This is an optimization exercise on Yosys and OpenROAD, whose aim is small area, not a production implementation.
In this exercise RTL edits were held to simulation tests only and were not proved equivalent to the original.
Power is estimated from default activity; no workload was simulated.

==> flow/design.v <==
module ula(
    input clk,
    input rst,
    input start_p,
    input exec,
    input [17:0] chaves,
    input [2:0] op_p,
    input [3:0] d_p,
    input [10:0] fonte_p,
    input [15:0] rd,
    input [3:0] pos,
    output we,
    output wclr,
    output reg [15:0] acc,
    output neg_step,
    output dab_step
);
    localparam [2:0] F_IDLE = 3'd0, F_RP = 3'd1, F_NEG = 3'd2, F_DAB = 3'd3,
                     F_RE = 3'd4, F_WR = 3'd5;
    reg [17:0] E;
    reg [2:0] fase;
    reg [2:0] k;
    wire srcE = fase[2];
    wire [2:0] op = srcE ? E[17:15] : op_p;
    wire [3:0] d = srcE ? E[14:11] : d_p;
    wire [10:0] f = srcE ? E[10:0] : fonte_p;
    wire [3:0] a = f[10:7];
    wire s = f[6];
    wire [5:0] m = f[5:0];
    wire [3:0] b = f[3:0];
    wire k0 = (k == 3'd0);
    wire k1 = (k == 3'd1);
    wire k5 = (k == 3'd5);
    wire addsub = !op[2] && op[0];    
    wire [3:0] raddr = (fase == F_WR || op == 3'd7) ? d : (k1 && addsub) ? b : a;
    wire hit = (pos == raddr);
    wire pos15 = &pos;
    wire step = (fase == F_RP || fase == F_RE) && hit;
    assign neg_step = (fase == F_NEG) && pos15;
    assign dab_step = (fase == F_DAB);
    assign we = (fase == F_WR) && hit && (E[17:16] != 2'b11);
    assign wclr = (fase == F_RE) && (E[17:15] == 3'd6);
    reg mbit;
    always @(*) begin
        case (k)
            3'd0: mbit = m[5];
            3'd1: mbit = m[4];
            3'd2: mbit = m[3];
            3'd3: mbit = m[2];
            3'd4: mbit = m[1];
            default: mbit = m[0];
        endcase
    end
    reg x_acc, x_dbl, y_rd, y_mag, y_acc, inv;
    always @(*) begin
        x_acc = 1'b1; x_dbl = 1'b0; y_rd = 1'b0; y_mag = 1'b0; y_acc = 1'b0; inv = 1'b0;
        if (step) begin
            case (op)
                3'd0: if (k0) begin x_acc = 0; y_mag = 1; inv = s; end
                3'd1, 3'd3: if (k0) begin x_acc = 0; y_rd = 1; end
                            else if (k1) begin y_rd = 1; inv = op[1]; end
                3'd2, 3'd4: if (k0) begin x_acc = 0; y_rd = 1; end
                            else if (k1) begin y_mag = 1; inv = s ^ op[2]; end
                3'd5: begin
                    x_acc = 0; x_dbl = !k0;
                    y_rd = mbit;
                    inv = s & mbit;
                end
                3'd6: if (k0) x_acc = 0;
                default: if (k0) begin x_acc = 0; y_rd = 1; end
            endcase
        end else if (neg_step) begin
            x_acc = 0; y_acc = 1; inv = acc[15];
        end else if (dab_step) begin
            x_acc = 0; x_dbl = 1;
        end
    end
    wire [15:0] x = ({16{x_acc}} & acc) | ({16{x_dbl}} & {acc[14:0], 1'b0});
    wire [15:0] y = (({16{y_rd}} & rd) | ({16{y_mag}} & {10'd0, m}) | ({16{y_acc}} & acc))
                    ^ {16{inv}};
    wire [16:0] c;
    wire [15:0] sum;
    assign c[0] = inv;
    genvar i;
    generate for (i = 0; i < 16; i = i + 1) begin : RC
        assign sum[i] = x[i] ^ y[i] ^ c[i];
        assign c[i+1] = (x[i] & y[i]) | (c[i] & (x[i] ^ y[i]));
    end endgenerate
    always @(posedge clk) begin
        acc <= sum;
        if (exec)
            E <= chaves;
        if (rst) begin
            fase <= F_IDLE;
            k <= 3'd0;
        end else begin
            if (step)
                k <= k5 ? 3'd0 : k + 3'd1;
            case (fase)
                F_IDLE: if (start_p) fase <= F_RP;
                        else if (exec) fase <= F_RE;
                F_RP:  if (step && k5) fase <= F_NEG;
                F_NEG: if (pos15) fase <= F_DAB;
                F_DAB: if (pos15) fase <= F_RE;
                F_RE:  if (step && k5) fase <= F_WR;
                default: if (hit) fase <= F_IDLE;
            endcase
        end
    end
endmodule
module memoria(input clk, input rst, input enable, input ativar_clear,
    input [15:0] conteudo_escrita,
    output [3:0] pos,
    output [15:0] conteudo_leitura);
    reg [255:0] anel;    
    reg [3:0] p;
    assign pos = p;
    assign conteudo_leitura = anel[255:240];
    wire [15:0] entrada = ativar_clear ? 16'd0 :
                          enable ? conteudo_escrita : anel[255:240];
    always @(posedge clk) begin
        anel <= {anel[239:0], entrada};
        p <= rst ? 4'd0 : p + 4'd1;
    end
endmodule
module binario_bcd (
    input [18:0] x,
    input bit_in,
    output [18:0] y
);
    function [3:0] corr(input [3:0] d);
        corr = (d >= 4'd5) ? d + 4'd3 : d;
    endfunction
    wire [17:0] c = {x[17:16], corr(x[15:12]), corr(x[11:8]), corr(x[7:4]), corr(x[3:0])};
    assign y = {c, bit_in};
endmodule
module displayLCD (
    input wire clk,
    input wire rst,
    input wire btn_send,
    input wire [2:0] op_selc,
    input wire [3:0] logger,
    input wire [10:0] fonte,
    input wire [15:0] acc,
    input wire neg_step,
    input wire dab_step,
    output wire start_p,
    output wire [2:0] op_p,
    output wire [3:0] d_p,
    output wire [10:0] fonte_p,
    output reg [7:0] lcd_data,
    output reg lcd_rs,
    output wire lcd_rw,
    output reg lcd_e
);
    assign lcd_rw = 1'b0;
    localparam [2:0]
        S_OFF = 3'd0,
        S_INIT_START = 3'd1,
        S_INIT = 3'd2,
        S_IDLE = 3'd3,
        S_SYNC = 3'd4,
        S_CMD = 3'd5,
        S_DATA = 3'd6,
        S_WAIT_RELEASE = 3'd7;
    reg [2:0] state;
    reg [10:0] cnt;
    reg [4:0] msg_idx;
    reg [2:0] reg_op;
    reg [3:0] reg_logger;
    reg reg_neg;
    reg [18:0] bcd;
    wire [18:0] bcd_step;
    binario_bcd conv(.x(bcd), .bit_in(acc[15]), .y(bcd_step));
    assign start_p = (state == S_IDLE) && btn_send;
    assign op_p = reg_op;
    assign d_p = reg_logger;
    assign fonte_p = bcd[10:0];
    wire msg_step;
    wire [16:0] ci;
    wire [15:0] mc = {msg_idx, cnt};
    wire [15:0] mc_inc;
    assign ci[0] = 1'b1;
    genvar gi;
    generate for (gi = 0; gi < 16; gi = gi + 1) begin : INC
        wire cin = (gi == 11) ? (ci[gi] | msg_step) : ci[gi];
        assign mc_inc[gi] = mc[gi] ^ cin;
        assign ci[gi+1] = mc[gi] & cin;
    end endgenerate
    wire init_end = msg_idx[3] & msg_idx[0] & cnt[10] & cnt[9] & cnt[5];  
    wire end50 = cnt[5] & cnt[4] & cnt[1];                                 
    wire end1610 = cnt[10] & cnt[9] & cnt[6] & cnt[3] & cnt[1];            
    wire zero = ~|cnt;
    wire pulse = ~zero & (cnt < 11'd10);
    wire sync_end = cnt[4];                                                
    wire cmd_char = ~|msg_idx[3:0];                                        
    wire [1:0] cmd_idx = msg_idx[1:0];
    wire unit_end = (state == S_INIT) ? (cmd_idx == 2'd2 ? end1610 : end50) :
                    (state == S_CMD) ? (end50 | (zero & ~cmd_char)) : end50;
    assign msg_step = ((state == S_DATA) && end50) || ((state == S_INIT) && unit_end);
    reg [2:0] next_state;
    reg cnt_clr, cnt_one, msg_clr, msg_en;
    always @(*) begin
        next_state = state;
        cnt_clr = 1'b0; cnt_one = 1'b0; msg_clr = 1'b0; msg_en = 1'b0;
        case (state)
            S_OFF: begin
                cnt_clr = 1'b1; msg_clr = 1'b1;
                next_state = S_INIT_START;
            end
            S_INIT_START: begin
                msg_en = 1'b1;
                if (init_end) begin
                    cnt_one = 1'b1; msg_clr = 1'b1;
                    next_state = S_INIT;
                end
            end
            S_INIT: if (unit_end) begin
                cnt_one = 1'b1;
                msg_en = 1'b1;
                if (cmd_idx == 2'd3) begin
                    cnt_clr = 1'b1; msg_clr = 1'b1;
                    next_state = S_CMD;
                end
            end
            S_IDLE: begin
                cnt_clr = 1'b1;
                if (btn_send) next_state = S_SYNC;
            end
            S_SYNC: if (sync_end) begin
                cnt_clr = 1'b1; msg_clr = 1'b1;
                next_state = S_CMD;
            end
            S_CMD: if (unit_end) begin
                cnt_clr = 1'b1;
                next_state = S_DATA;
            end
            S_DATA: if (end50) begin
                cnt_clr = 1'b1;
                if (msg_idx == 5'd31)
                    next_state = S_WAIT_RELEASE;
                else begin
                    msg_en = 1'b1;
                    next_state = S_CMD;
                end
            end
            default: begin
                cnt_clr = 1'b1;
                if (!btn_send) next_state = S_IDLE;
            end
        endcase
    end
    always @(posedge clk) begin
        if (rst) begin
            state <= S_OFF;
            reg_op <= 0;
            reg_logger <= 0;
        end else begin
            state <= next_state;
            if (start_p) begin
                reg_op <= op_selc;
                reg_logger <= logger;
            end
        end
        cnt <= (rst || cnt_clr) ? 11'd0 : cnt_one ? 11'd1 : mc_inc[10:0];
        if (rst || msg_clr)
            msg_idx <= 5'd0;
        else if (msg_en)
            msg_idx <= mc_inc[15:11];
        if (rst || neg_step) begin
            reg_neg <= rst ? 1'b0 : acc[15];
            bcd <= 19'd0;
        end else if (start_p)
            bcd[10:0] <= fonte;
        else if (dab_step)
            bcd <= bcd_step;
    end
    reg [7:0] ch;
    reg [3:0] digit;
    always @(*) begin
        case (msg_idx[2:0])
            3'd3: digit = {1'b0, bcd[18:16]};
            3'd4: digit = bcd[15:12];
            3'd5: digit = bcd[11:8];
            3'd6: digit = bcd[7:4];
            default: digit = bcd[3:0];
        endcase
        case (msg_idx)
            5'd0: case (reg_op)
                3'd0: ch = "L"; 3'd1: ch = "A"; 3'd2: ch = "A"; 3'd3: ch = "S";
                3'd4: ch = "S"; 3'd5: ch = "M"; 3'd6: ch = "C"; default: ch = "D";
            endcase
            5'd1: case (reg_op)
                3'd0: ch = "O"; 3'd1: ch = "D"; 3'd2: ch = "D"; 3'd3: ch = "U";
                3'd4: ch = "U"; 3'd5: ch = "U"; 3'd6: ch = "L"; default: ch = "P";
            endcase
            5'd2: case (reg_op)
                3'd0: ch = "A"; 3'd1: ch = "D"; 3'd2: ch = "D"; 3'd3: ch = "B";
                3'd4: ch = "B"; 3'd5: ch = "L"; 3'd6: ch = "R"; default: ch = "L";
            endcase
            5'd3: case (reg_op)
                3'd0: ch = "D"; 3'd2: ch = "I"; 3'd4: ch = "I"; 3'd5: ch = "T";
                default: ch = " ";
            endcase
            5'd10: ch = "[";
            5'd11: ch = {7'b0011000, reg_logger[3]};
            5'd12: ch = {7'b0011000, reg_logger[2]};
            5'd13: ch = {7'b0011000, reg_logger[1]};
            5'd14: ch = {7'b0011000, reg_logger[0]};
            5'd15: ch = "]";
            5'd26: ch = reg_neg ? "-" : "+";
            5'd27, 5'd28, 5'd29, 5'd30, 5'd31: ch = {4'b0011, digit};
            default: ch = " ";
        endcase
    end
    always @(*) begin
        lcd_e = 1'b0;
        lcd_rs = 1'b0;
        lcd_data = 8'd0;
        if (!zero) case (state)
            S_INIT: begin
                lcd_e = pulse;
                case (cmd_idx)
                    2'd0: lcd_data = 8'h38;
                    2'd1: lcd_data = 8'h0C;
                    2'd2: lcd_data = 8'h01;
                    default: lcd_data = 8'h06;
                endcase
            end
            S_CMD: begin
                lcd_e = pulse;
                lcd_data = msg_idx[4] ? 8'hC0 : 8'h80;
            end
            S_DATA: begin
                lcd_e = pulse;
                lcd_rs = 1'b1;
                lcd_data = ch;
            end
            default: ;
        endcase
    end
endmodule
module detector_botao(
    input clk,
    input rst,
    input botao_agora,
    output reg flag_botao
);
    reg [10:0] contador;
    reg estado_estavel;
    reg estado_anterior;
    wire fim = (contador == 11'b01110100111);
    wire difere = botao_agora ^ estado_estavel;
    wire [10:0] prox = {contador[9:0], ~(contador[10] ^ contador[8])};
    always @(posedge clk) begin
        if (rst || !difere || fim)
            contador <= 11'd0;
        else
            contador <= prox;
        if (rst) begin
            estado_estavel <= 1'b0;
            estado_anterior <= 1'b0;
            flag_botao <= 1'b0;
        end else begin
            if (difere && fim)
                estado_estavel <= botao_agora;
            estado_anterior <= estado_estavel;
            flag_botao <= estado_estavel & ~estado_anterior;
        end
    end
endmodule
module CPU (
    input clk,
    input rst,  
    input botao_ligar_agora,
    input botao_enviar_agora,
    input [17:0] instrucao_completa,
    output reg flag_clear_memoria,
    output reg flag_escrever,
    output [7:0] lcd_data,
    output lcd_rs,
    output lcd_rw,
    output lcd_e,
    output lcd_on
);
    assign lcd_on = 1'b1;
    localparam OP_CLEAR = 3'b110;
    localparam OP_DISPLAY = 3'b111;
    localparam S_DESLIGADO = 2'd0,
               S_AGUARDANDO = 2'd1,
               S_EXECUTANDO = 2'd2;
    reg [1:0] estado;
    reg sistema_ligado;
    wire flag_ligar, flag_enviar;
    wire [2:0] opcode_chaves = instrucao_completa[17:15];
    wire [3:0] rd = instrucao_completa[14:11];
    wire [15:0] leitura, acc;
    wire we, wclr, start_p, neg_step, dab_step;
    wire [2:0] op_p;
    wire [3:0] d_p;
    wire [10:0] fonte_p;
    wire [3:0] pos;
    memoria banco_memoria(
        .clk(clk),
        .rst(~sistema_ligado),
        .enable(we),
        .ativar_clear(wclr || ~sistema_ligado),
        .conteudo_escrita(acc),
        .pos(pos),
        .conteudo_leitura(leitura)
    );
    ula ula(
        .clk(clk),
        .rst(~sistema_ligado),
        .start_p(start_p),
        .exec(estado == S_EXECUTANDO),
        .chaves(instrucao_completa),
        .op_p(op_p),
        .d_p(d_p),
        .fonte_p(fonte_p),
        .rd(leitura),
        .pos(pos),
        .we(we),
        .wclr(wclr),
        .acc(acc),
        .neg_step(neg_step),
        .dab_step(dab_step)
    );
    displayLCD LCD(
        .clk(clk),
        .rst(~sistema_ligado),
        .btn_send(flag_enviar),
        .op_selc(opcode_chaves),
        .logger(opcode_chaves == OP_CLEAR ? 4'd0 : rd),
        .fonte(instrucao_completa[10:0]),
        .acc(acc),
        .neg_step(neg_step),
        .dab_step(dab_step),
        .start_p(start_p),
        .op_p(op_p),
        .d_p(d_p),
        .fonte_p(fonte_p),
        .lcd_data(lcd_data),
        .lcd_rs(lcd_rs),
        .lcd_rw(lcd_rw),
        .lcd_e(lcd_e)
    );
    detector_botao detector_ligar (
        .clk(clk), .rst(rst),
        .botao_agora(botao_ligar_agora),
        .flag_botao(flag_ligar)
    );
    detector_botao detector_enviar (
        .clk(clk), .rst(rst),
        .botao_agora(botao_enviar_agora),
        .flag_botao(flag_enviar)
    );
    always @(posedge clk) begin
        if (rst)
            sistema_ligado <= 1'b0;
        else if (flag_ligar)
            sistema_ligado <= ~sistema_ligado;
    end
    always @(posedge clk) begin
        if (~sistema_ligado)
            estado <= S_DESLIGADO;
        else case (estado)
            S_DESLIGADO: estado <= S_AGUARDANDO;
            S_AGUARDANDO: if (flag_enviar) estado <= S_EXECUTANDO;
            default: estado <= S_AGUARDANDO;
        endcase
    end
    always @(*) begin
        flag_escrever = 1'b0;
        flag_clear_memoria = 1'b0;
        if (estado == S_EXECUTANDO) begin
            if (opcode_chaves == OP_CLEAR)
                flag_clear_memoria = 1'b1;
            else if (opcode_chaves != OP_DISPLAY)
                flag_escrever = 1'b1;
        end
    end
endmodule
==> flow/flow/run.sh <==
#!/bin/bash
# Own layout flow: the standard ORFS flow (standard.sh) run on a copy of
# ORFS's scripts folder with these changes:
#  - synthesis maps the combinational logic with an area-oriented ABC script
#    (flow/abc_area.script, selected by ABC_AREA=1);
#  - clock tree synthesis inserts no dummy loads and uses larger sink clusters;
#  - the port buffers use the smallest buffer;
#  - power recovery downsizes gates off the critical paths.
# Each tool's output goes to the ORFS logs under orfs/logs; make's output
# goes to standard.log in this folder.
set -euo pipefail
HERE=$(pwd)
S="$HERE/scripts_area"
rm -rf "$S"
cp -r "$FLOW_HOME/scripts" "$S"
cp "$HERE/flow/abc_area.script" "$S/abc_area.script"
sed -i 's/^  -repair_clock_nets\]/  -repair_clock_nets -dont_use_dummy_load]/' "$S/cts.tcl"
grep -q -- '-dont_use_dummy_load' "$S/cts.tcl"
bash standard.sh SCRIPTS_DIR="$S" ABC_AREA=1 \
  CTS_BUF_LIST=sky130_fd_sc_hd__clkbuf_8 \
  CTS_CLUSTER_SIZE=16 CTS_CLUSTER_DIAMETER=70 \
  BUFFER_PORTS_ARGS="-buffer_cell sky130_fd_sc_hd__buf_1" \
  RECOVER_POWER=100 \
  finish > "$HERE/standard.log" 2>&1
==> flow/flow/abc_area.script <==
strash
ifraig
dch -f
amap
topo
==> flow/standard.sh <==
#!/bin/bash
# synth_recipe.tcl (not shown) runs the flow's synth.tcl, then flattens the netlist and writes it again
# the make line also repeats each setting of config.mk as NAME=value (left out here)
make -C /OpenROAD-flow-scripts/flow DESIGN_CONFIG=/design/flow/config.mk WORK_HOME=/design/flow/orfs CLKGATE_MAP_FILE= SYNTH_SCRIPT=/design/flow/synth_recipe.tcl "${@:-finish}"
==> flow/config.mk <==
export PLATFORM = sky130hd
export DESIGN_NAME = CPU
export DESIGN_NICKNAME = CPU
export VERILOG_FILES = /design/flow/design.v
export SDC_FILE = /design/flow/constraint.sdc
export NUM_CORES = 4
export LEC_CHECK = 0
export CAP_MARGIN = 20
export CORE_MARGIN = 2
export CORE_UTILIZATION = 40
export PLACE_DENSITY = 0.6
export SLEW_MARGIN = 20
==> flow/constraint.sdc <==
create_clock -name core_clock -period 25.0 [get_ports {clk}]
set_input_delay 5.0000 -clock core_clock [delete_from_list [all_inputs] [get_ports {clk}]]
set_output_delay 5.0000 -clock core_clock [all_outputs]
set_load 0.01 [all_outputs]
==> flow_summary.ini, run 1 <==
[final_layout]
finish.instance_area_sq_um = 12820
layout.nets = 1225
final_util = 0.4444
synthToLayoutAreaGrowth_pct = 8.846
fillers = 2782
antennaDiodeCount = 0
multi_input_area_sq_um = 3591
final-seq-area_sq_um = 7737
layout-drive-gt1-share = 0.03098

[power]
power_density_nw_per_um2 = 69.38
leakage_nw = 4.503
totalPowerFinal_mw = 0.8897
peakVddDrop_mv = 0.03409

[timing]
finalSetupTns_ps = 0
fin_crit_ps = 11750
tightestPinTransition_ps = 1267
finClkSkew_ps = 54.24
fmax_mhz = 85.08
rsz0062_at_grt = no
slew_viol_final = 0
setup-violations-final = 0
hold_viol_final = 0
hold_ws_ps = 270.8
slew_headroom = 0.1556
fin_crit_sh = 0.4701

[synth]
synth_xor_xnor_area_share = 0
synth_ff_type = dfxtp_1
syn_inst = 1095
muxShareOfSynthArea = 0
syn_nets = 1156
syn_area_sq_um = 11780
synth-adder-area-share = 0.05034
ys_ff_latch = 377
synthSimpleGateAreaFrac = 0.1055
yosys_warnings = 6
syn_avg_cell_area_sq_um = 10.76
yosysSeqAreaShare = 0.6568
synth_top_family_by_area = compound AO/OA/AOI/OAI gates
synth-edff-count = 19
synthDistinctLibCells = 40
synth_compound_area_frac = 0.1479
async_reset_ff_frac = 0

[cts]
cts_buffer_depth = 3
htree_num_levels = 1
ctsHoldBuffers = 0
cts_tree = yes
cts_made_buffers = 29
clk_pin_slew_worst_paths_ps = 100
cts.sinks = 377
cts-root-buf = clkbuf_8
cts_setup_buffers = 0
clk-insertion-delay-late_ps = 570
cts_resized = 0

[routing]
wire_per_inst_um = 14.51
num_vias = 7889
via_per_inst = 5.103
drc = 0
firstDrtPassIters = 5
postRouteAntennaNets = 0
routed_wl_um = 22430
drtIter0Drc = 567

[critical_path]
critPathCaptureType = register
critPathRequiredTime_ps = 25440
worstSetupPathType = reg -> reg
crit_arrival_ps = 12190
crit_path_frequent_cell = fa_1
path_max_fanout = 27
r2r_slack_ps = 13250
ff2ff_path_depth = 34
cpMaxStageDelayCell = dfxtp_1
r2r-end = ula.acc[15]
r2r_start = ula.fase[2]
start_kind = register
cpPeakStageDelay_ps = 770

[global_route]
antenna_found_initial = 0
grt_overflow = 0
grt_pass1_wl_um = 37000
grtUsageTotal = 0.1459
grt_start_max_net_pins = 33
grt_pass1_vias = 7375

[floorplan]
start_util = 0.4083
placementRows = 62
die_y_um = 175.6
die_x_um = 175.6
fp.dieArea_sq_um = 30840
io_pins = 36
fp.coreArea_sq_um = 28860

[flow_run]
maxCapViolations = 0

[run_status]
status = finished clean

[placement]
portBuffers = 33
gp_congestion = 0.8957
hpwl_um = 15570
post_dp_cell_area_sq_um = 12430

[worst_hold_path]
min_to = banco_memoria.anel[28]
hold_depth = 0
worstHoldStart = banco_memoria.anel[12]
hp-class = reg -> reg
metrics by stage:
step / setup WS, ps / instances
final: 13250 / 1546
after global routing: 12230 / 1546
after CTS: 13100 / 1545
after detailed placement: 13110 / 1516
after global placement: 13480 / 1516
after floorplan: 14220 / 1095
critical path: cells and delay by family (launching register included):
| family | cells | cell delay (ps) |
|---|---|---|
| buffers and inverters | 4 | 1760 |
| adders and majority gates | 14 | 5550 |
| AOI/OAI and AO/OA | 8 | 1530 |
| DFF | 1 | 770 |
| and+or+nand+nor | 8 | 2030 |
Yosys cell counts (all sizes together), types with 6 or more instances:
master,number,share of area
fa,14,0.024
a21oi,62,0.026
nand4,6,0.0032
o21ai,65,0.028
or3,7,0.0037
o221ai,7,0.0052
dfxtp,358,0.61
nand3,7,0.0030
a221oi,15,0.011
ha,25,0.027
nor3,28,0.012
nor2,137,0.044
nor4,7,0.0037
nor2b,23,0.012
a31oi,15,0.0080
a22oi,15,0.0096
edfxtp,19,0.048
nand2,61,0.019
o221a,10,0.0096
clkinv,118,0.038
o22ai,51,0.027
cells by family (layout without fill, tap and decap cells):
| group | after synthesis | in the layout |
|---|---|---|
| adders and majority gates | 39 | 39 |
| buffers and inverters | 120 | 187 |
| and+or+nand+nor | 284 | 284 |
| DFF | 377 | 377 |
| AOI/OAI and AO/OA | 273 | 273 |
| other | 2 | 2 |
worst max-delay path by stage:
stage / startpoint / end / slack [ps] / cells after the start
global placement: ula.fase[2] / ula.acc[15] / 13480 / 34
global route: ula.fase[2] / ula.acc[15] / 12230 / 35
finish: ula.fase[2] / ula.acc[15] / 13250 / 34
floorplan: ula.fase[2] / ula.acc[15] / 14220 / 34
CTS: ula.fase[2] / ula.acc[15] / 13100 / 34
detailed placement: ula.fase[2] / ula.acc[15] / 13110 / 34
layer usage:
layer | up-vias | routed length, um | share of wire | track usage
met2 | 184 | 9346 | 0.42 | 0.2149
met3 | 50 | 1254 | 0.056 | 0.02771
li1 | 3936 | - | - | -
met4 | 0 | 623 | 0.028 | 0.04649
met1 | 3719 | 11210 | 0.50 | 0.2160
met5 | - | 0 | 0 | 0
registers in the layout, summed over array words and instances, names as in the netlist, 2 cells and up:
name                      cells
LCD.msg_idx                   5
LCD.cnt                      11
LCD.bcd                      19
banco_memoria.anel          256
ula.fase                      3
banco_memoria.p               4
LCD.reg_op                    3
LCD.state                     3
ula.E                        18
estado                        2
ula.acc                      16
ula.k                         3
LCD.reg_logger                4
detector_ligar.contador      11
detector_enviar.contador     11
area by class of cell:
| type | instances | area share |
|---|---|---|
| sequential | 377 | 0.6034 |
| multi-input combinational | 598 | 0.2800 |
| tap | 384 | 0.03747 |
| inverter | 118 | 0.03454 |
| clock buffer | 29 | 0.03113 |
| timing repair buffer | 40 | 0.01346 |
power by group:
part	internal, mW	switching, mW	total, mW
sequential	0.607	0.00108	0.608
clock	0.103	0.170	0.274
combinational	0.00280	0.00550	0.00831
cell usage in the layout, fill, tap and decap left out, drive strengths merged, types with 23 or more instances in the layout:
master,synthesis,routed
dfxtp,358,358
nor2,137,137
clkinv,118,118
o21ai,65,65
a21oi,62,62
nand2,61,61
o22ai,51,51
buf,2,37
clkbuf,0,32
nor3,28,28
ha,25,25
nor2b,23,23
==> run 2: changes to the inputs <==
--- a/flow/flow/run.sh
+++ b/flow/flow/run.sh
@@ -19,5 +19,5 @@
 bash standard.sh SCRIPTS_DIR="$S" ABC_AREA=1 \
   CTS_BUF_LIST=sky130_fd_sc_hd__clkbuf_8 \
-  CTS_CLUSTER_SIZE=16 CTS_CLUSTER_DIAMETER=70 \
+  CTS_CLUSTER_SIZE=12 CTS_CLUSTER_DIAMETER=60 \
   BUFFER_PORTS_ARGS="-buffer_cell sky130_fd_sc_hd__buf_1" \
   RECOVER_POWER=100 \
==> flow_summary.ini, run 2 <==
[placement]
gp_congestion = 0.8957
hpwl_um = 15570
place_worst_setup_slack_ps = 13110
portBuffers = 33

[critical_path]
worstSetupPathType = reg -> reg
crit_path_frequent_cell = fa_1
cpPeakStageDelay_ps = 760
crit_arrival_ps = 12130
critPathCaptureType = register
r2r_slack_ps = 13280
r2r_start = ula.fase[2]
cpMaxStageDelayCell = dfxtp_1
path_max_fanout = 27
critPathRequiredTime_ps = 25400
r2r-end = ula.acc[15]
start_kind = register
ff2ff_path_depth = 34

[power]
totalPowerFinal_mw = 0.9306
p_switching_mw = 0.1852
p_int_mw = 0.7454
power_density_nw_per_um2 = 71.87
swShare = 0.1990
peakVddDrop_mv = 0.02854
power_frac_clock = 0.338
leakage_nw = 4.568
pwr-share-seq = 0.653
combPwrFrac = 0.009

[synth]
synth_ff_type = dfxtp_1
synth_top_area_frac = 0.6083
synth_area_leaders = dfxtp_1, edfxtp_1, nor2_1, clkinv_1, o21ai_0
syn_nets = 1156
syn_area_sq_um = 11780
yosysSeqAreaShare = 0.6568
yosys.cell_count.top_type = dfxtp_1
async_reset_ff_frac = 0
synthDistinctLibCells = 40
syn_inst = 1095
ys_ff_latch = 377
yosysTopAreaCell = dfxtp_1
syn_avg_cell_area_sq_um = 10.76
synth_commonest_cells = dfxtp_1, nor2_1, clkinv_1
synth-edff-count = 19
yosys_warnings = 6

[flow_run]
maxCapViolations = 0

[routing]
drtIter0Drc = 496
via_per_inst = 5.098
wire_per_inst_um = 14.58
firstDrtPassIters = 5
routed_wl_um = 22670
postRouteAntennaNets = 0
num_vias = 7928
drc = 0

[floorplan]
fp.coreArea_sq_um = 28860
io_pins = 36
start_util = 0.4083
die_x_um = 175.6
placementRows = 62
die_y_um = 175.6
fp.dieArea_sq_um = 30840

[final_layout]
fillers = 2764
reg.largest.list = banco_memoria.anel x256, LCD.bcd x19, ula.E x18
layout_common_cells = dfxtp_1, nor2_1, clkinv_1
largest_reg_flops = 256
layout-drive-gt1-share = 0.03843
final-seq-area_sq_um = 7737
multi_input_area_sq_um = 3591
synthToLayoutAreaGrowth_pct = 9.898
layout.nets = 1234
final_common_cell = dfxtp_1
antennaDiodeCount = 0
largest_register = banco_memoria.anel

[cts]
clk-insertion-delay-late_ps = 540
cts_tree = yes
cts-root-buf = clkbuf_8
cts_resized = 0
ctsHoldBuffers = 0
cts_made_buffers = 38
cts_setup_buffers = 0
htree_num_levels = 2
clk_pin_slew_worst_paths_ps = 80
cts.sinks = 377
cts_buffer_depth = 3

[worst_hold_path]
hp-class = reg -> reg
worstHoldStart = banco_memoria.anel[144]
hold_depth = 0
min_to = banco_memoria.anel[160]

[global_route]
grt_overflow = 0
grt_pass1_wl_um = 37260
antenna_found_initial = 0
grt_start_max_net_pins = 33
grt_pass1_vias = 7465
grtUsageTotal = 0.1485

[timing]
rsz0062_at_grt = no
setup-violations-final = 0
finClkSkew_ps = 66.59
fmax_mhz = 85.29
slew_headroom = 0.1544
hold_ws_ps = 282.5
slew_viol_final = 0
fin_crit_ps = 11720
finalSetupTns_ps = 0
fin_crit_sh = 0.4690
tightestPinTransition_ps = 1268
setup_slack_ps = 13280
hold_viol_final = 0

[run_status]
status = finished clean
[run 2: kinds of logic (layout without fill, tap and decap cells)]
logic type,Yosys count,count (layout),synth area share
DFF,377,377,0.6568
other,2,2,0.0006375
AOI/OAI and AO/OA,273,273,0.1479
and+or+nand+nor,284,284,0.1055
adders and majority gates,39,39,0.05034
buffers and inverters,120,196,0.03887
[run 2: through the flow]
stage,util,cells,area [sq um]
after CTS,0.4487,1554,12950
after floorplan,-,1095,11780
after global placement,0.4306,1516,12430
after detailed placement,0.4306,1516,12430
final,0.4487,1555,12950
after global routing,0.4487,1555,12950
[run 2: layer usage]
metal	vias to the layer above	GRT usage	wire (um)
met4	0	0.05682	599
met1	3718	0.2162	11270
met2	205	0.2146	9392
met3	52	0.03355	1397
li1	3953	-	-
met5	-	0	0
[run 2: worst max-delay path by stage]
| stage | to | startpoint | cells after the start | slack (ps) |
|---|---|---|---|---|
| floorplan | ula.acc[15] | ula.fase[2] | 34 | 14220 |
| detailed placement | ula.acc[15] | ula.fase[2] | 34 | 13110 |
| global route | ula.acc[15] | ula.fase[2] | 35 | 12240 |
| finish | ula.acc[15] | ula.fase[2] | 34 | 13280 |
| CTS | ula.acc[15] | ula.fase[2] | 34 | 13120 |
| global placement | ula.acc[15] | ula.fase[2] | 34 | 13480 |
[run 2: critical path, delay by kind of cell (launching register included)]
| family | cells | cell delay [ps] |
|---|---|---|
| AOI/OAI and AO/OA | 8 | 1550 |
| adders and majority gates | 14 | 5540 |
| DFF | 1 | 760 |
| and+or+nand+nor | 8 | 2030 |
| buffers and inverters | 4 | 1730 |
[run 2: cell type report]
type / count / share of cell area
flip-flops and latches: 377 / 0.5976
multi-input cells: 598 / 0.2773
clock buffers: 38 / 0.04039
well taps: 384 / 0.03711
inverters: 118 / 0.03421
repair buffers: 40 / 0.01334
[run 2: power groups by stage]
stage                     logic (mW)  registers, mW  clock network [mW]
after floorplan              0.00499          0.622                   0
after global placement       0.00830          0.622                   0
after detailed placement     0.00828          0.622                   0
after CTS                    0.00834          0.608               0.330
after global routing         0.00944          0.608               0.352
final                        0.00831          0.608               0.314
==> run 3: changes to the inputs <==
--- a/flow/flow/run.sh
+++ b/flow/flow/run.sh
@@ -18,6 +18,6 @@
 grep -q -- '-dont_use_dummy_load' "$S/cts.tcl"
 bash standard.sh SCRIPTS_DIR="$S" ABC_AREA=1 \
-  CTS_BUF_LIST=sky130_fd_sc_hd__clkbuf_8 \
-  CTS_CLUSTER_SIZE=12 CTS_CLUSTER_DIAMETER=60 \
+  CTS_BUF_LIST=sky130_fd_sc_hd__clkbuf_16 \
+  CTS_CLUSTER_SIZE=28 CTS_CLUSTER_DIAMETER=100 \
   BUFFER_PORTS_ARGS="-buffer_cell sky130_fd_sc_hd__buf_1" \
   RECOVER_POWER=100 \
==> flow_summary.ini, run 3 <==
[run_status]
status = finished clean

[synth]
synth-edff-count = 19
synth_area_leaders = dfxtp_1, edfxtp_1, nor2_1, clkinv_1, o21ai_0
async_reset_ff_frac = 0
syn_avg_cell_area_sq_um = 10.76
yosysSeqAreaShare = 0.6568
syn_inst = 1095
yosysTopAreaCell = dfxtp_1
ys_ff_latch = 377
syn_area_sq_um = 11780
yosys.cell_count.top_type = dfxtp_1
synth_top_area_frac = 0.6083
synth_commonest_cells = dfxtp_1, nor2_1, clkinv_1
syn_nets = 1156
synth_ff_type = dfxtp_1
synthDistinctLibCells = 40
yosys_warnings = 6

[flow_run]
maxCapViolations = 0

[critical_path]
critPathRequiredTime_ps = 25390
cpPeakStageDelay_ps = 770
crit_arrival_ps = 12120
crit_family = adder cells
path_max_fanout = 27
worstSetupPathType = reg -> reg
r2r_slack_ps = 13270
path_buf_inv = 4
critPathCaptureType = register
crit_path_frequent_cell = fa_1
start_kind = register
cpMaxStageDelayCell = dfxtp_1

[power]
leakage_nw = 4.505
peakVddDrop_mv = 0.04002
power_density_nw_per_um2 = 70.80

[placement]
post_dp_cell_area_sq_um = 12430
hpwl_um = 15570
portBuffers = 33
gp_congestion = 0.8957
placedCellCount = 1516

[cts]
clk_pin_slew_worst_paths_ps = 110
clk-insertion-delay-late_ps = 520
htree_num_levels = 1
cts_tree = yes
cts.sinks = 377
cts_buffer_depth = 3
ctsHoldBuffers = 0
cts_resized = 0
cts-root-buf = clkbuf_16
cts_made_buffers = 17
cts_setup_buffers = 0

[floorplan]
fp.dieArea_sq_um = 30840
io_pins = 36
die_y_um = 175.6
fp.coreArea_sq_um = 28860
placementRows = 62
start_util = 0.4083
die_x_um = 175.6

[global_route]
grt_start_max_net_pins = 33
grt_pass1_vias = 7217
grt_overflow = 0
antenna_found_initial = 0
grt_pass1_wl_um = 36690
grtUsageTotal = 0.1455

[timing]
slew_viol_final = 0
tightestPinTransition_ps = 1285
slew_headroom = 0.1435
fin_crit_ps = 11730
finalSetupTns_ps = 0
hold_viol_final = 0
finClkSkew_ps = 43.01
fmax_mhz = 85.25
fin_crit_sh = 0.4692
rsz0062_at_grt = no
setup-violations-final = 0

[final_layout]
layout-drive-gt1-share = 0.02087
reg.largest.list = banco_memoria.anel x256, LCD.bcd x19, ula.E x18
fin_cells = 1534
final_common_cell = dfxtp_1
final_util = 0.4453
multi_input_area_sq_um = 3591
layout_common_cells = dfxtp_1, nor2_1, clkinv_1
finish.instance_area_sq_um = 12850
antennaDiodeCount = 0
fillers = 2760
synthToLayoutAreaGrowth_pct = 9.069
layout.nets = 1213
largest_register = banco_memoria.anel
largest_reg_flops = 256
final-seq-area_sq_um = 7737

[routing]
drtIter0Drc = 621
drc = 0
postRouteAntennaNets = 0
via_per_inst = 5.112
routed_wl_um = 22340
wire_per_inst_um = 14.56
firstDrtPassIters = 5
num_vias = 7842

[worst_hold_path]
hp-class = reg -> reg
==> run 3: metrics by stage <==
step                power (mW)  setup WS (ps)  hold WS [ps]
CTS                     0.9233          13090         322.3
floorplan               0.6265          14220         309.6
global route            0.9451          12230         331.1
detailed placement      0.6300          13110         312.1
global placement        0.6300          13480         310.0
finish                  0.9098          13270         315.6
==> run 3: layout make-up <==
cell class	instances	share of cell area
Sequential cell	377	0.6021
Multi-Input combinational cell	598	0.2795
Tap cell	384	0.03739
Inverter	118	0.03447
Clock buffer	17	0.03311
Timing Repair Buffer	40	0.01344
==> run 3: routing by layer <==
metal  track usage  routed length (um)
met5             0                   0
met4       0.04614                 597
met3       0.02468                1138
met2        0.2131                9292
met1        0.2184               11310
==> run 3: cells by family (layout without fill, tap and decap cells) <==
| group | count (synthesis) | count (layout) | synth area share |
|---|---|---|---|
| other | 2 | 2 | 0.0006375 |
| buffers and inverters | 120 | 175 | 0.03887 |
| AO/OA/AOI/OAI | 273 | 273 | 0.1479 |
| flip-flops | 377 | 377 | 0.6568 |
| AND/OR/NAND/NOR | 284 | 284 | 0.1055 |
| adder cells (fa/ha/maj) | 39 | 39 | 0.05034 |
==> run 3: final timing paths <==
| kind | startpoint | to | cells past startpoint |
|---|---|---|---|
| max | ula.fase[2] | ula.acc[15] | 34 |
| min | banco_memoria.anel[121] | banco_memoria.anel[137] | 0 |
| max reg2reg | ula.fase[2] | ula.acc[15] | 34 |
| min reg2reg | banco_memoria.anel[121] | banco_memoria.anel[137] | 0 |
==> run 3: worst reg2reg max path, delay by kind of cell (launching register included) <==
kind                       cells  cell delay (ps)
buffers and inverters          4             1750
DFF                            1              770
and+or+nand+nor                8             2040
AOI/OAI and AO/OA              8             1530
adders and majority gates     14             5530
==> run 3: power by group <==
group          switching, mW  internal (mW)  total, mW
combinational        0.00552        0.00280    0.00833
clock                  0.171          0.123      0.294
sequential           0.00108          0.607      0.608
total                  0.177          0.733      0.910
==> run 4: changes to the inputs <==
--- a/flow/design.v
+++ b/flow/design.v
@@ -8,11 +8,13 @@
     input [3:0] d_p,
     input [10:0] fonte_p,
-    input [15:0] rd,
-    input [3:0] pos,
+    input [3:0] rd,
+    input [5:0] pos,
     output we,
     output wclr,
-    output reg [15:0] acc,
-    output neg_step,
-    output dab_step
+    output [3:0] wdig,
+    output neg_cap,
+    output dab_step,
+    output dab_bit,
+    output reg neg
 );
     localparam [2:0] F_IDLE = 3'd0, F_RP = 3'd1, F_NEG = 3'd2, F_DAB = 3'd3,
@@ -20,5 +22,12 @@
     reg [17:0] E;
     reg [2:0] fase;
-    reg [2:0] k;
+    reg [3:0] k;
+    reg inpass;
+    reg [15:0] acc;
+    reg c;
+    reg hb;      
+    wire [1:0] q = pos[1:0];
+    wire q0 = (q == 2'd0);
+    wire q3 = (q == 2'd3);
     wire srcE = fase[2];
     wire [2:0] op = srcE ? E[17:15] : op_p;
@@ -29,19 +38,21 @@
     wire [5:0] m = f[5:0];
     wire [3:0] b = f[3:0];
-    wire k0 = (k == 3'd0);
-    wire k1 = (k == 3'd1);
-    wire k5 = (k == 3'd5);
-    wire addsub = !op[2] && op[0];    
-    wire [3:0] raddr = (fase == F_WR || op == 3'd7) ? d : (k1 && addsub) ? b : a;
-    wire hit = (pos == raddr);
-    wire pos15 = &pos;
-    wire step = (fase == F_RP || fase == F_RE) && hit;
-    assign neg_step = (fase == F_NEG) && pos15;
-    assign dab_step = (fase == F_DAB);
-    assign we = (fase == F_WR) && hit && (E[17:16] != 2'b11);
-    assign wclr = (fase == F_RE) && (E[17:15] == 3'd6);
+    wire addsub = !op[2] && op[0];                  
+    wire addisubi = (op == 3'd2) || (op == 3'd4);   
+    wire is_mul = (op == 3'd5);
+    wire is_clr = (op == 3'd6);
+    wire last_k = is_mul ? (k[2] && k[0]) : (k[0] || !(addsub || addisubi));
+    wire need_read = !(op == 3'd0 || is_clr || (k[0] && addisubi));
+    wire [3:0] raddr = (fase == F_WR) ? (is_clr ? 4'd0 : d) :
+                       (op == 3'd7) ? d : (k[0] && addsub) ? b : a;
+    wire hit = (pos[5:2] == raddr);
+    wire comp = (fase == F_RP) || (fase == F_RE);
+    wire start_pass = !inpass && q0 &&
+        ((comp && (hit || !need_read)) || (fase == F_NEG) || (fase == F_WR && hit));
+    wire act = start_pass || inpass;
+    wire end_pass = (fase == F_WR && is_clr) ? (&pos) : q3;
     reg mbit;
     always @(*) begin
-        case (k)
+        case (k[2:0])
             3'd0: mbit = m[5];
             3'd1: mbit = m[4];
@@ -52,57 +63,78 @@
         endcase
     end
-    reg x_acc, x_dbl, y_rd, y_mag, y_acc, inv;
+    wire [3:0] imm = q0 ? m[3:0] : (q == 2'd1) ? {2'b00, m[5:4]} : 4'd0;
+    wire [3:0] acc_d = acc[3:0];
+    wire [3:0] dbl = {acc_d[2:0], hb & !q0};
+    reg [3:0] x, y;
+    reg inv;
     always @(*) begin
-        x_acc = 1'b1; x_dbl = 1'b0; y_rd = 1'b0; y_mag = 1'b0; y_acc = 1'b0; inv = 1'b0;
-        if (step) begin
+        x = acc_d; y = 4'd0; inv = 1'b0;
+        if (act && comp) begin
+            x = 4'd0;
             case (op)
-                3'd0: if (k0) begin x_acc = 0; y_mag = 1; inv = s; end
-                3'd1, 3'd3: if (k0) begin x_acc = 0; y_rd = 1; end
-                            else if (k1) begin y_rd = 1; inv = op[1]; end
-                3'd2, 3'd4: if (k0) begin x_acc = 0; y_rd = 1; end
-                            else if (k1) begin y_mag = 1; inv = s ^ op[2]; end
+                3'd0: begin y = imm; inv = s; end
+                3'd1, 3'd3: if (k[0]) begin x = acc_d; y = rd; inv = op[1]; end
+                            else y = rd;
+                3'd2, 3'd4: if (k[0]) begin x = acc_d; y = imm; inv = s ^ op[2]; end
+                            else y = rd;
                 3'd5: begin
-                    x_acc = 0; x_dbl = !k0;
-                    y_rd = mbit;
+                    x = (k == 4'd0) ? 4'd0 : dbl;
+                    y = mbit ? rd : 4'd0;
                     inv = s & mbit;
                 end
-                3'd6: if (k0) x_acc = 0;
-                default: if (k0) begin x_acc = 0; y_rd = 1; end
+                3'd6: ;
+                default: y = rd;
             endcase
-        end else if (neg_step) begin
-            x_acc = 0; y_acc = 1; inv = acc[15];
-        end else if (dab_step) begin
-            x_acc = 0; x_dbl = 1;
+        end else if (act && fase == F_NEG) begin
+            x = 4'd0; y = acc_d; inv = neg;
         end
     end
-    wire [15:0] x = ({16{x_acc}} & acc) | ({16{x_dbl}} & {acc[14:0], 1'b0});
-    wire [15:0] y = (({16{y_rd}} & rd) | ({16{y_mag}} & {10'd0, m}) | ({16{y_acc}} & acc))
-                    ^ {16{inv}};
-    wire [16:0] c;
-    wire [15:0] sum;
-    assign c[0] = inv;
-    genvar i;
-    generate for (i = 0; i < 16; i = i + 1) begin : RC
-        assign sum[i] = x[i] ^ y[i] ^ c[i];
-        assign c[i+1] = (x[i] & y[i]) | (c[i] & (x[i] ^ y[i]));
+    wire [3:0] yi = y ^ {4{inv}};
+    wire [4:0] cc;
+    wire [3:0] sum;
+    assign cc[0] = act ? (q0 ? inv : c) : 1'b0;
+    genvar gi;
+    generate for (gi = 0; gi < 4; gi = gi + 1) begin : RC
+        assign sum[gi] = x[gi] ^ yi[gi] ^ cc[gi];
+        assign cc[gi+1] = (x[gi] & yi[gi]) | (cc[gi] & (x[gi] ^ yi[gi]));
     end endgenerate
+    assign neg_cap = act && fase == F_RP && q3 && last_k;
+    assign dab_step = (fase == F_DAB) && (q == ~k[3:2]);
+    assign dab_bit = acc_d[~k[1:0]];
+    assign we = act && fase == F_WR && (E[17:16] != 2'b11);
+    assign wclr = act && fase == F_WR && (E[17:15] == 3'd6);
+    assign wdig = acc_d;
     always @(posedge clk) begin
-        acc <= sum;
+        acc <= {sum, acc[15:4]};
+        c <= cc[4];
+        hb <= acc_d[3];
         if (exec)
             E <= chaves;
         if (rst) begin
             fase <= F_IDLE;
-            k <= 3'd0;
+            k <= 4'd0;
+            inpass <= 1'b0;
+            neg <= 1'b0;
         end else begin
-            if (step)
-                k <= k5 ? 3'd0 : k + 3'd1;
+            inpass <= act && !end_pass;
+            if (neg_cap)
+                neg <= sum[3];
             case (fase)
                 F_IDLE: if (start_p) fase <= F_RP;
                         else if (exec) fase <= F_RE;
-                F_RP:  if (step && k5) fase <= F_NEG;
-                F_NEG: if (pos15) fase <= F_DAB;
-                F_DAB: if (pos15) fase <= F_RE;
-                F_RE:  if (step && k5) fase <= F_WR;
-                default: if (hit) fase <= F_IDLE;
+                F_RP: if (act && q3)
+                    if (last_k) begin k <= 4'd0; fase <= F_NEG; end
+                    else k <= k + 4'd1;
+                F_NEG: if (act && q3) fase <= F_DAB;
+                F_DAB: if (dab_step) begin
+                    k <= k + 4'd1;
+                    if (&k) fase <= F_RE;
+                end
+                F_RE: if (act && q3)
+                    if (last_k) begin
+                        k <= 4'd0;
+                        fase <= (E[17:15] == 3'd7) ? F_IDLE : F_WR;
+                    end else k <= k + 4'd1;
+                default: if (act && end_pass) fase <= F_IDLE;
             endcase
         end
@@ -110,16 +142,15 @@
 endmodule
 module memoria(input clk, input rst, input enable, input ativar_clear,
-    input [15:0] conteudo_escrita,
-    output [3:0] pos,
-    output [15:0] conteudo_leitura);
-    reg [255:0] anel;    
-    reg [3:0] p;
+    input [3:0] escrita,
+    output [5:0] pos,
+    output [3:0] leitura);
+    reg [255:0] anel;
+    reg [5:0] p;
     assign pos = p;
-    assign conteudo_leitura = anel[255:240];
-    wire [15:0] entrada = ativar_clear ? 16'd0 :
-                          enable ? conteudo_escrita : anel[255:240];
+    assign leitura = anel[255:252];
+    wire [3:0] entrada = ativar_clear ? 4'd0 : enable ? escrita : anel[255:252];
     always @(posedge clk) begin
-        anel <= {anel[239:0], entrada};
-        p <= rst ? 4'd0 : p + 4'd1;
+        anel <= {anel[251:0], entrada};
+        p <= rst ? 6'd0 : p + 6'd1;
     end
 endmodule
@@ -142,6 +173,7 @@
     input wire [3:0] logger,
     input wire [10:0] fonte,
-    input wire [15:0] acc,
-    input wire neg_step,
+    input wire dab_bit,
+    input wire neg,
+    input wire neg_cap,
     input wire dab_step,
     output wire start_p,
@@ -169,8 +201,7 @@
     reg [2:0] reg_op;
     reg [3:0] reg_logger;
-    reg reg_neg;
     reg [18:0] bcd;
     wire [18:0] bcd_step;
-    binario_bcd conv(.x(bcd), .bit_in(acc[15]), .y(bcd_step));
+    binario_bcd conv(.x(bcd), .bit_in(dab_bit), .y(bcd_step));
     assign start_p = (state == S_IDLE) && btn_send;
     assign op_p = reg_op;
@@ -268,8 +299,7 @@
         else if (msg_en)
             msg_idx <= mc_inc[15:11];
-        if (rst || neg_step) begin
-            reg_neg <= rst ? 1'b0 : acc[15];
+        if (rst || neg_cap)
             bcd <= 19'd0;
-        end else if (start_p)
+        else if (start_p)
             bcd[10:0] <= fonte;
         else if (dab_step)
@@ -309,5 +339,5 @@
             5'd14: ch = {7'b0011000, reg_logger[0]};
             5'd15: ch = "]";
-            5'd26: ch = reg_neg ? "-" : "+";
+            5'd26: ch = neg ? "-" : "+";
             5'd27, 5'd28, 5'd29, 5'd30, 5'd31: ch = {4'b0011, digit};
             default: ch = " ";
@@ -395,10 +425,11 @@
     wire [2:0] opcode_chaves = instrucao_completa[17:15];
     wire [3:0] rd = instrucao_completa[14:11];
-    wire [15:0] leitura, acc;
-    wire we, wclr, start_p, neg_step, dab_step;
+    wire [3:0] leitura, wdig;
+    wire dab_bit, neg;
+    wire we, wclr, start_p, neg_cap, dab_step;
     wire [2:0] op_p;
     wire [3:0] d_p;
     wire [10:0] fonte_p;
-    wire [3:0] pos;
+    wire [5:0] pos;
     memoria banco_memoria(
         .clk(clk),
@@ -406,7 +437,7 @@
         .enable(we),
         .ativar_clear(wclr || ~sistema_ligado),
-        .conteudo_escrita(acc),
+        .escrita(wdig),
         .pos(pos),
-        .conteudo_leitura(leitura)
+        .leitura(leitura)
     );
     ula ula(
@@ -423,7 +454,9 @@
         .we(we),
         .wclr(wclr),
-        .acc(acc),
-        .neg_step(neg_step),
-        .dab_step(dab_step)
+        .wdig(wdig),
+        .neg_cap(neg_cap),
+        .dab_step(dab_step),
+        .dab_bit(dab_bit),
+        .neg(neg)
     );
     displayLCD LCD(
@@ -434,6 +467,7 @@
         .logger(opcode_chaves == OP_CLEAR ? 4'd0 : rd),
         .fonte(instrucao_completa[10:0]),
-        .acc(acc),
-        .neg_step(neg_step),
+        .dab_bit(dab_bit),
+        .neg(neg),
+        .neg_cap(neg_cap),
         .dab_step(dab_step),
         .start_p(start_p),
--- a/flow/flow/run.sh
+++ b/flow/flow/run.sh
@@ -18,6 +18,6 @@
 grep -q -- '-dont_use_dummy_load' "$S/cts.tcl"
 bash standard.sh SCRIPTS_DIR="$S" ABC_AREA=1 \
-  CTS_BUF_LIST=sky130_fd_sc_hd__clkbuf_16 \
-  CTS_CLUSTER_SIZE=28 CTS_CLUSTER_DIAMETER=100 \
+  CTS_BUF_LIST=sky130_fd_sc_hd__clkbuf_8 \
+  CTS_CLUSTER_SIZE=16 CTS_CLUSTER_DIAMETER=70 \
   BUFFER_PORTS_ARGS="-buffer_cell sky130_fd_sc_hd__buf_1" \
   RECOVER_POWER=100 \
--- a/flow/config.mk
+++ b/flow/config.mk
@@ -8,5 +8,5 @@
 export CAP_MARGIN = 20
 export CORE_MARGIN = 2
-export CORE_UTILIZATION = 40
-export PLACE_DENSITY = 0.6
+export CORE_UTILIZATION = 65
+export PLACE_DENSITY = 0.75
 export SLEW_MARGIN = 20
==> flow_summary.ini, run 4 <==
[floorplan]
fp.dieArea_sq_um = 19030
die_y_um = 138.0
start_util = 0.6696
io_pins = 36
die_x_um = 138.0
placementRows = 48
fp.coreArea_sq_um = 17420

[synth]
synth_commonest_cells = dfxtp_1, nor2_1, clkinv_1
yosys.cell_count.top_type = dfxtp_1
synth_top_area_frac = 0.6265
synthDistinctLibCells = 42
yosysTopAreaCell = dfxtp_1
syn_area_sq_um = 11660
yosysSeqAreaShare = 0.6729
synth-edff-count = 18
yosys_warnings = 6
ys_ff_latch = 383
async_reset_ff_frac = 0
syn_inst = 1079
synth_ff_type = dfxtp_1
synth_area_leaders = dfxtp_1, nor2_1, edfxtp_1, clkinv_1, ha_1
syn_avg_cell_area_sq_um = 10.81
syn_nets = 1136

[routing]
wl_met3_um = 1434
firstDrtPassIters = 5
wire_per_inst_um = 15.65
via_per_inst = 5.599
dr_wl_met2_um = 9303
postRouteAntennaNets = 0
m1WireLength_um = 9978
num_vias = 7637
drtIter0Drc = 600
topRoutingLayerUsed = met4
routed_wl_um = 21350
drc = 0

[placement]
placedCellCount = 1336
portBuffers = 33
hpwl_um = 14740
place_worst_setup_slack_ps = 14090
gp_congestion = 0.9788

[final_layout]
final-seq-area_sq_um = 7848
antennaDiodeCount = 0
layout-drive-gt1-share = 0.02546
largest_register = banco_memoria.anel
final_util = 0.7146
layout_common_cells = dfxtp_1, nor2_1, clkinv_1
fillers = 1280
synthToLayoutAreaGrowth_pct = 6.716
largest_reg_flops = 256
fin_cells = 1364
reg.largest.list = banco_memoria.anel x256, LCD.bcd x19, ula.E x18
multi_input_area_sq_um = 3342
layout.nets = 1198
final_common_cell = dfxtp_1

[power]
p_switching_mw = 0.1779
power_density_nw_per_um2 = 72.17
p_int_mw = 0.7203
peakVddDrop_mv = 0.06844
power_frac_clock = 0.301
leakage_nw = 4.457
swShare = 0.1980
pwr-share-seq = 0.688
combPwrFrac = 0.010

[critical_path]
critPathCaptureType = output port
path_max_fanout = 5
critPathRequiredTime_ps = 20000
r2r_slack_ps = 17430
start_kind = input pin
worstSetupPathType = in -> out
crit_arrival_ps = 5910

[cts]
cts_setup_buffers = 0
cts_buffer_depth = 3
cts_tree = yes
clk_pin_slew_worst_paths_ps = 90
clk-insertion-delay-late_ps = 570
cts.sinks = 383
ctsHoldBuffers = 0
cts_resized = 0
cts-root-buf = clkbuf_8
cts_made_buffers = 28
htree_num_levels = 1

[timing]
fin_crit_sh = 0.4363
setup-violations-final = 0
fin_crit_ps = 10910
finClkSkew_ps = 25.59
finalSetupTns_ps = 0
slew_viol_final = 0
tightestPinTransition_ps = 987.0
fmax_mhz = 91.67
hold_viol_final = 0
setup_slack_ps = 14090
rsz0062_at_grt = no
slew_headroom = 0.3396

[global_route]
antenna_found_initial = 0
grt_pass1_wl_um = 34500
grt_start_max_net_pins = 30
grtUsageTotal = 0.2285
grt_overflow = 0
grt_pass1_vias = 7152

[worst_hold_path]
hp-class = reg -> reg

[flow_run]
maxCapViolations = 0

[run_status]
status = finished clean
run 4: per-layer routing:
metal	vias up	global-route usage
met2	273	0.3625
li1	3836	-
met5	-	0
met1	3472	0.3243
met3	56	0.03655
met4	0	0.07029
run 4: worst max-delay path, cell delays in order:
cell and delay [ps]:
buf_1 120, clkinv_1 90, or3_1 430, nor2_1 110, buf_1 170
run 4: logic make-up (layout without fill, tap and decap cells):
group	count (synthesis)	count (layout)	synth area share
DFF	383	383	0.6729
buffers and inverters	124	184	0.04055
and+or+nand+nor	307	307	0.1154
AOI/OAI and AO/OA	228	228	0.1304
adders and majority gates	35	35	0.04012
other	2	2	0.0006439
run 4: cell type report:
cell class,instances,share of cell area
inverter,122,0.03679
timing repair buffer,34,0.01056
sequential,383,0.6305
multi-input combinational,572,0.2685
tap,225,0.02262
clock buffer,28,0.03096
run 4: power groups by stage:
stage / clock network, mW / registers [mW] / logic [mW]
final: 0.271 / 0.618 / 0.00932
after detailed placement: 0 / 0.633 / 0.00913
after floorplan: 0 / 0.632 / 0.00574
after CTS: 0.278 / 0.618 / 0.00924
after global placement: 0 / 0.632 / 0.00922
after global routing: 0.297 / 0.619 / 0.0106
run 4: path summary, 6_finish.rpt:
kind,from,endpoint,cells after the start
max,instrucao_completa[16],flag_clear_memoria,5
min,banco_memoria.anel[41],banco_memoria.anel[45],0
max reg2reg,ula.fase[2],ula.neg,28
min reg2reg,banco_memoria.anel[41],banco_memoria.anel[45],0
run 4: metrics by stage:
stage / cell area, sq um / hold WS [ps] / power [mW]
after global placement: 12060 / 309.7 / 0.6416
after global routing: 12450 / 332.1 / 0.9268
after CTS: 12450 / 328.5 / 0.9058
after floorplan: 11660 / 309.6 / 0.6380
after detailed placement: 12060 / 312.1 / 0.6418
final: 12450 / 326.8 / 0.8982
==> run 5: changes to the inputs <==
--- a/flow/config.mk
+++ b/flow/config.mk
@@ -8,5 +8,5 @@
 export CAP_MARGIN = 20
 export CORE_MARGIN = 2
-export CORE_UTILIZATION = 65
-export PLACE_DENSITY = 0.75
+export CORE_UTILIZATION = 40
+export PLACE_DENSITY = 0.6
 export SLEW_MARGIN = 20
==> flow_summary.ini, run 5 <==
[run_status]
status = finished clean

[critical_path]
path_max_fanout = 5
r2r_slack_ps = 17250
start_kind = input pin
crit_arrival_ps = 5950
critPathCaptureType = output port
worstSetupPathType = in -> out
critPathRequiredTime_ps = 20000

[routing]
routed_wl_um = 21750
firstDrtPassIters = 5
via_per_inst = 4.980
postRouteAntennaNets = 0
drc = 0
wire_per_inst_um = 14.27
num_vias = 7589
drtIter0Drc = 482

[cts]
ctsHoldBuffers = 0
clk-insertion-delay-late_ps = 580
cts_tree = yes
htree_num_levels = 1
cts_made_buffers = 29
cts_setup_buffers = 0
cts_buffer_depth = 3
cts_resized = 0
cts-root-buf = clkbuf_8
clk_pin_slew_worst_paths_ps = 90
cts.sinks = 383

[final_layout]
layout_common_cells = dfxtp_1, nor2_1, clkinv_1
largest_register = banco_memoria.anel
fillers = 2787
largest_reg_flops = 256
reg.largest.list = banco_memoria.anel x256, LCD.bcd x19, ula.E x18
finish.instance_area_sq_um = 12660
fin_cells = 1524
final_util = 0.4410
synthToLayoutAreaGrowth_pct = 8.540
layout-drive-gt1-share = 0.02632
final_common_cell = dfxtp_1
layout.nets = 1199
antennaDiodeCount = 0

[placement]
place_worst_setup_slack_ps = 14070
gp_congestion = 0.9108
post_dp_cell_area_sq_um = 12260
placedCellCount = 1495
portBuffers = 33
hpwl_um = 15010

[timing]
fin_crit_sh = 0.4379
slew_headroom = 0.3230
finClkSkew_ps = 51.62
rsz0062_at_grt = no
fmax_mhz = 91.35
fin_crit_ps = 10950
slew_viol_final = 0
setup_slack_ps = 14050
hold_viol_final = 0
setup-violations-final = 0
tightestPinTransition_ps = 1012
hold_ws_ps = 316.6
finalSetupTns_ps = 0

[power]
combPwrFrac = 0.010
p_int_mw = 0.7236
leakage_nw = 4.464
power_frac_clock = 0.306
totalPowerFinal_mw = 0.9041
swShare = 0.1996
peakVddDrop_mv = 0.03459
p_switching_mw = 0.1805
power_density_nw_per_um2 = 71.42
pwr-share-seq = 0.684

[synth]
yosysSeqAreaShare = 0.6729
yosysTopAreaCell = dfxtp_1
syn_inst = 1079
yosys.cell_count.top_type = dfxtp_1
synth_top_area_frac = 0.6265
syn_nets = 1136
synth_commonest_cells = dfxtp_1, nor2_1, clkinv_1
synth-edff-count = 18
async_reset_ff_frac = 0
syn_avg_cell_area_sq_um = 10.81
yosys_warnings = 6
synth_area_leaders = dfxtp_1, nor2_1, edfxtp_1, clkinv_1, ha_1
syn_area_sq_um = 11660
ys_ff_latch = 383
synth_ff_type = dfxtp_1
synthDistinctLibCells = 42

[global_route]
grt_start_max_net_pins = 30
grt_pass1_wl_um = 36510
grt_overflow = 0
grtUsageTotal = 0.1442
grt_pass1_vias = 7286
antenna_found_initial = 0

[floorplan]
fp.coreArea_sq_um = 28700
die_y_um = 174.8
start_util = 0.4063
fp.dieArea_sq_um = 30540
io_pins = 36
die_x_um = 174.8
placementRows = 62

[worst_hold_path]
hp-class = reg -> reg

[flow_run]
maxCapViolations = 0
run 5: cell counts after synthesis:
No cell type changed its count.
run 5: per-layer routing:
metal,global-route usage,wire length (um),vias to the layer above
met3,0.02937,1248,39
li1,-,-,3833
met5,0,0,-
met4,0.04271,502,0
met1,0.2148,10980,3530
met2,0.2106,9018,187
run 5: area by class of cell:
cell class	instances	area [sq um]	share of cell area
Clock buffer	29	399.1	0.03153
Multi-Input combinational cell	572	3342	0.2640
Sequential cell	383	7848	0.6199
Tap cell	384	480.5	0.03796
Inverter	122	457.9	0.03618
Timing Repair Buffer	34	131.4	0.01038
run 5: critical path, cell delays in order:
cell and delay [ps]:
buf_1 140, clkinv_1 100, or3_1 440, nor2_1 120, buf_1 150
run 5: path summary, 6_finish.rpt:
kind | end | from | depth (start not counted)
min reg2reg | banco_memoria.anel[221] | banco_memoria.anel[217] | 0
max | flag_clear_memoria | instrucao_completa[16] | 5
max reg2reg | ula.neg | ula.fase[2] | 28
min | banco_memoria.anel[221] | banco_memoria.anel[217] | 0
run 5: logic make-up (layout without fill, tap and decap cells):
group                    count (synthesis)  count (layout)  share of synthesized area
AO/OA/AOI/OAI                          228             228                     0.1304
adder cells (fa/ha/maj)                 35              35                    0.04012
buffers and inverters                  124             185                    0.04055
flip-flops                             383             383                     0.6729
other                                    2               2                  0.0006439
AND/OR/NAND/NOR                        307             307                     0.1154
run 5: power by group through the flow:
stage | Clock, mW | Sequential (mW) | Combinational, mW
after detailed placement | 0 | 0.633 | 0.00928
after CTS | 0.292 | 0.618 | 0.00936
after global routing | 0.312 | 0.619 | 0.0107
final | 0.277 | 0.618 | 0.00927
after floorplan | 0 | 0.632 | 0.00574
after global placement | 0 | 0.632 | 0.00939
==> run 6: changes to the inputs <==
==> flow/flow/abc_area.script (replaced) <==
strash
&get -n
&st
&deepsyn -T 300
&put
ifraig
dch -f
amap
topo
==> flow_summary.ini, run 6 <==
[timing]
slew_headroom = 0.2924
finClkSkew_ps = 26.16
fin_crit_ps = 10730
hold_viol_final = 0
setup-violations-final = 0
fmax_mhz = 93.22
finalSetupTns_ps = 0
slew_viol_final = 0
tightestPinTransition_ps = 1035
fin_crit_sh = 0.4291
hold_ws_ps = 330.4
rsz0062_at_grt = no

[routing]
routed_wl_um = 20980
via_per_inst = 4.955
drtIter0Drc = 607
wire_per_inst_um = 14.45
drc = 0
firstDrtPassIters = 5
num_vias = 7194
postRouteAntennaNets = 0

[cts]
cts_setup_buffers = 0
cts_tree = yes
cts_buffer_depth = 3
cts_made_buffers = 27
htree_num_levels = 1
ctsHoldBuffers = 0
cts.sinks = 383
cts-root-buf = clkbuf_8
clk_pin_slew_worst_paths_ps = 90
clk-insertion-delay-late_ps = 570
cts_resized = 0

[floorplan]
fp.coreArea_sq_um = 27860
fp.dieArea_sq_um = 29800
placementRows = 61
io_pins = 36
die_x_um = 172.6
start_util = 0.4083
die_y_um = 172.6

[final_layout]
layout-drive-gt1-share = 0.02607
fin_cells = 1452
final_util = 0.4429
largest_register = banco_memoria.anel
layout.nets = 1133
layout_common_cells = dfxtp_1, clkinv_1, nor2_1
largest_reg_flops = 256
final_common_cell = dfxtp_1
antennaDiodeCount = 0
reg.largest.list = banco_memoria.anel x256, LCD.bcd x19, ula.E x18
synthToLayoutAreaGrowth_pct = 8.482
fillers = 2640

[global_route]
busiest_layer = met1
grtUsageTotal = 0.1405
use_met1 = 0.2124
grt_overflow = 0
grt_pass1_vias = 6751
grt_pass1_wl_um = 34630
grtUsageMet2 = 0.2033
grt_util_met3 = 0.02485
antenna_found_initial = 1
grt_start_max_net_pins = 19

[synth]
yosysTopAreaCell = dfxtp_1
synth_area_leaders = dfxtp_1, edfxtp_1, clkinv_1, ha_1, nor2_1
yosysSeqAreaShare = 0.6900
async_reset_ff_frac = 0
synthDistinctLibCells = 44
syn_area_sq_um = 11370
syn_nets = 1071
synth_commonest_cells = dfxtp_1, clkinv_1, nor2_1
syn_inst = 1014
syn_avg_cell_area_sq_um = 11.22
synth_top_area_frac = 0.6425
yosys.cell_count.top_type = dfxtp_1
synth-edff-count = 18
yosys_warnings = 6
ys_ff_latch = 383
synth_ff_type = dfxtp_1

[placement]
portBuffers = 33
gp_congestion = 0.9133
placedCellCount = 1425
hpwl_um = 14820

[critical_path]
critPathRequiredTime_ps = 20000
worstSetupPathType = in -> out
crit_arrival_ps = 5730
start_kind = input pin
critPathCaptureType = output port
path_max_fanout = 3

[worst_hold_path]
hp-class = reg -> reg

[run_status]
status = finished clean

[flow_run]
maxCapViolations = 0

[power]
power_density_nw_per_um2 = 72.73
leakage_nw = 4.386
totalPowerFinal_mw = 0.8974
peakVddDrop_mv = 0.03859
## run 6: changes by cell type after synthesis, sizes merged, moves of 4 or more
cell    previous run  this run
a211oi            11        15
a21oi             45        33
clkinv           122       128
nand2             63        46
nor2             149        96
nor2b             24        28
nor3              29        35
nor4               8         4
o21a               1         6
o22a              13         4
o22ai             42        47
or2                1         8
## run 6: critical path, cell delays in order
cell and delay, ps:
buf_1 130, clkinv_1 120, nor4_1 290, buf_1 180
## run 6: path summary, 6_finish.rpt
check / from / to / slack, ps / cells past startpoint
max: instrucao_completa[16] / flag_clear_memoria / 14270 / 4
min reg2reg: banco_memoria.anel[139] / banco_memoria.anel[143] / 330 / 0
min: banco_memoria.anel[139] / banco_memoria.anel[143] / 330 / 0
max reg2reg: ula.fase[2] / ula.neg / 17650 / 31
## run 6: layout make-up
cell class	count	area [sq um]	area share
well taps	378	473.0	0.03833
multi-input cells	501	3030	0.2456
inverters	128	480.5	0.03894
clock buffers	27	371.6	0.03012
flip-flops and latches	383	7848	0.6360
repair buffers	35	135.1	0.01095
## run 6: cell families after synthesis
| group | share of synthesized area |
|---|---|
| buf+inv | 0.04356 |
| simple gates | 0.1032 |
| compound gates | 0.1215 |
| fa+ha+maj | 0.04114 |
| flops | 0.6900 |
| other cells | 0.0006603 |
## run 6: power by group
group,internal [mW],switching [mW],total (mW)
combinational,0.00311,0.00588,0.00899
clock,0.0968,0.169,0.266
sequential,0.621,0.00151,0.622
total,0.721,0.177,0.897
## run 6: per-stage QoR
| step | area, sq um | worst slack [ps] |
|---|---|---|
| floorplan | 11370 | 14470 |
| global placement | 11970 | 14290 |
| detailed placement | 11970 | 14280 |
| CTS | 12340 | 14270 |
| global route | 12340 | 14100 |
| finish | 12340 | 14270 |
## run 6: layer usage
metal	up-vias	routed length [um]
met1	3377	10530
met3	51	1193
met2	193	8661
met4	2	583
met5	-	16
li1	3571	-

==> port drivers added, routing unchanged <==
Ports are ideal in the flow. The routed layouts listed here were re-timed in OpenROAD. Step 1, drivers: a clkbuf_16 drives clk and a buf_2 each remaining input, both assumed. Step 2 adds t to the input delays and takes it off the output delays; t is the mean of the earliest and latest rising clock arrival at the registers after step 1. Input paths then give back, and output paths get back, about the clock's delay inside the block. Three values: ideal ports, drivers, drivers and shift; two values: the first two.
| run | t, ns | slack for setup (ns) | worst setup path after step 2 | clock arrival spread, ns | pins driven straight from the clock port |
|---|---|---|---|---|---|
| run 1 | 0.584 | 13.246 / 13.246 / 13.246 | register to register | 0.055 / 0.054 | 1 |
| run 2 | 0.557 | 13.276 / 13.276 / 13.276 | register to register | 0.066 / 0.066 | 1 |
| run 3 | 0.546 | 13.269 / 13.269 / 13.269 | register to register | 0.044 / 0.044 | 1 |
| run 4 | 0.598 | 14.092 / 14.064 / 14.064 | input to output | 0.026 / 0.026 | 1 |
| run 5 | 0.600 | 14.053 / 14.029 / 14.029 | input to output | 0.052 / 0.052 | 1 |
| run 6 | 0.605 | 14.273 / 14.248 / 14.248 | input to output | 0.029 / 0.029 | 1 |
After both steps every run listed still meets setup and hold. For run 4, which loses most, drivers alone change the setup slack by -0.028 ns; drivers and shift together by -0.028 ns.
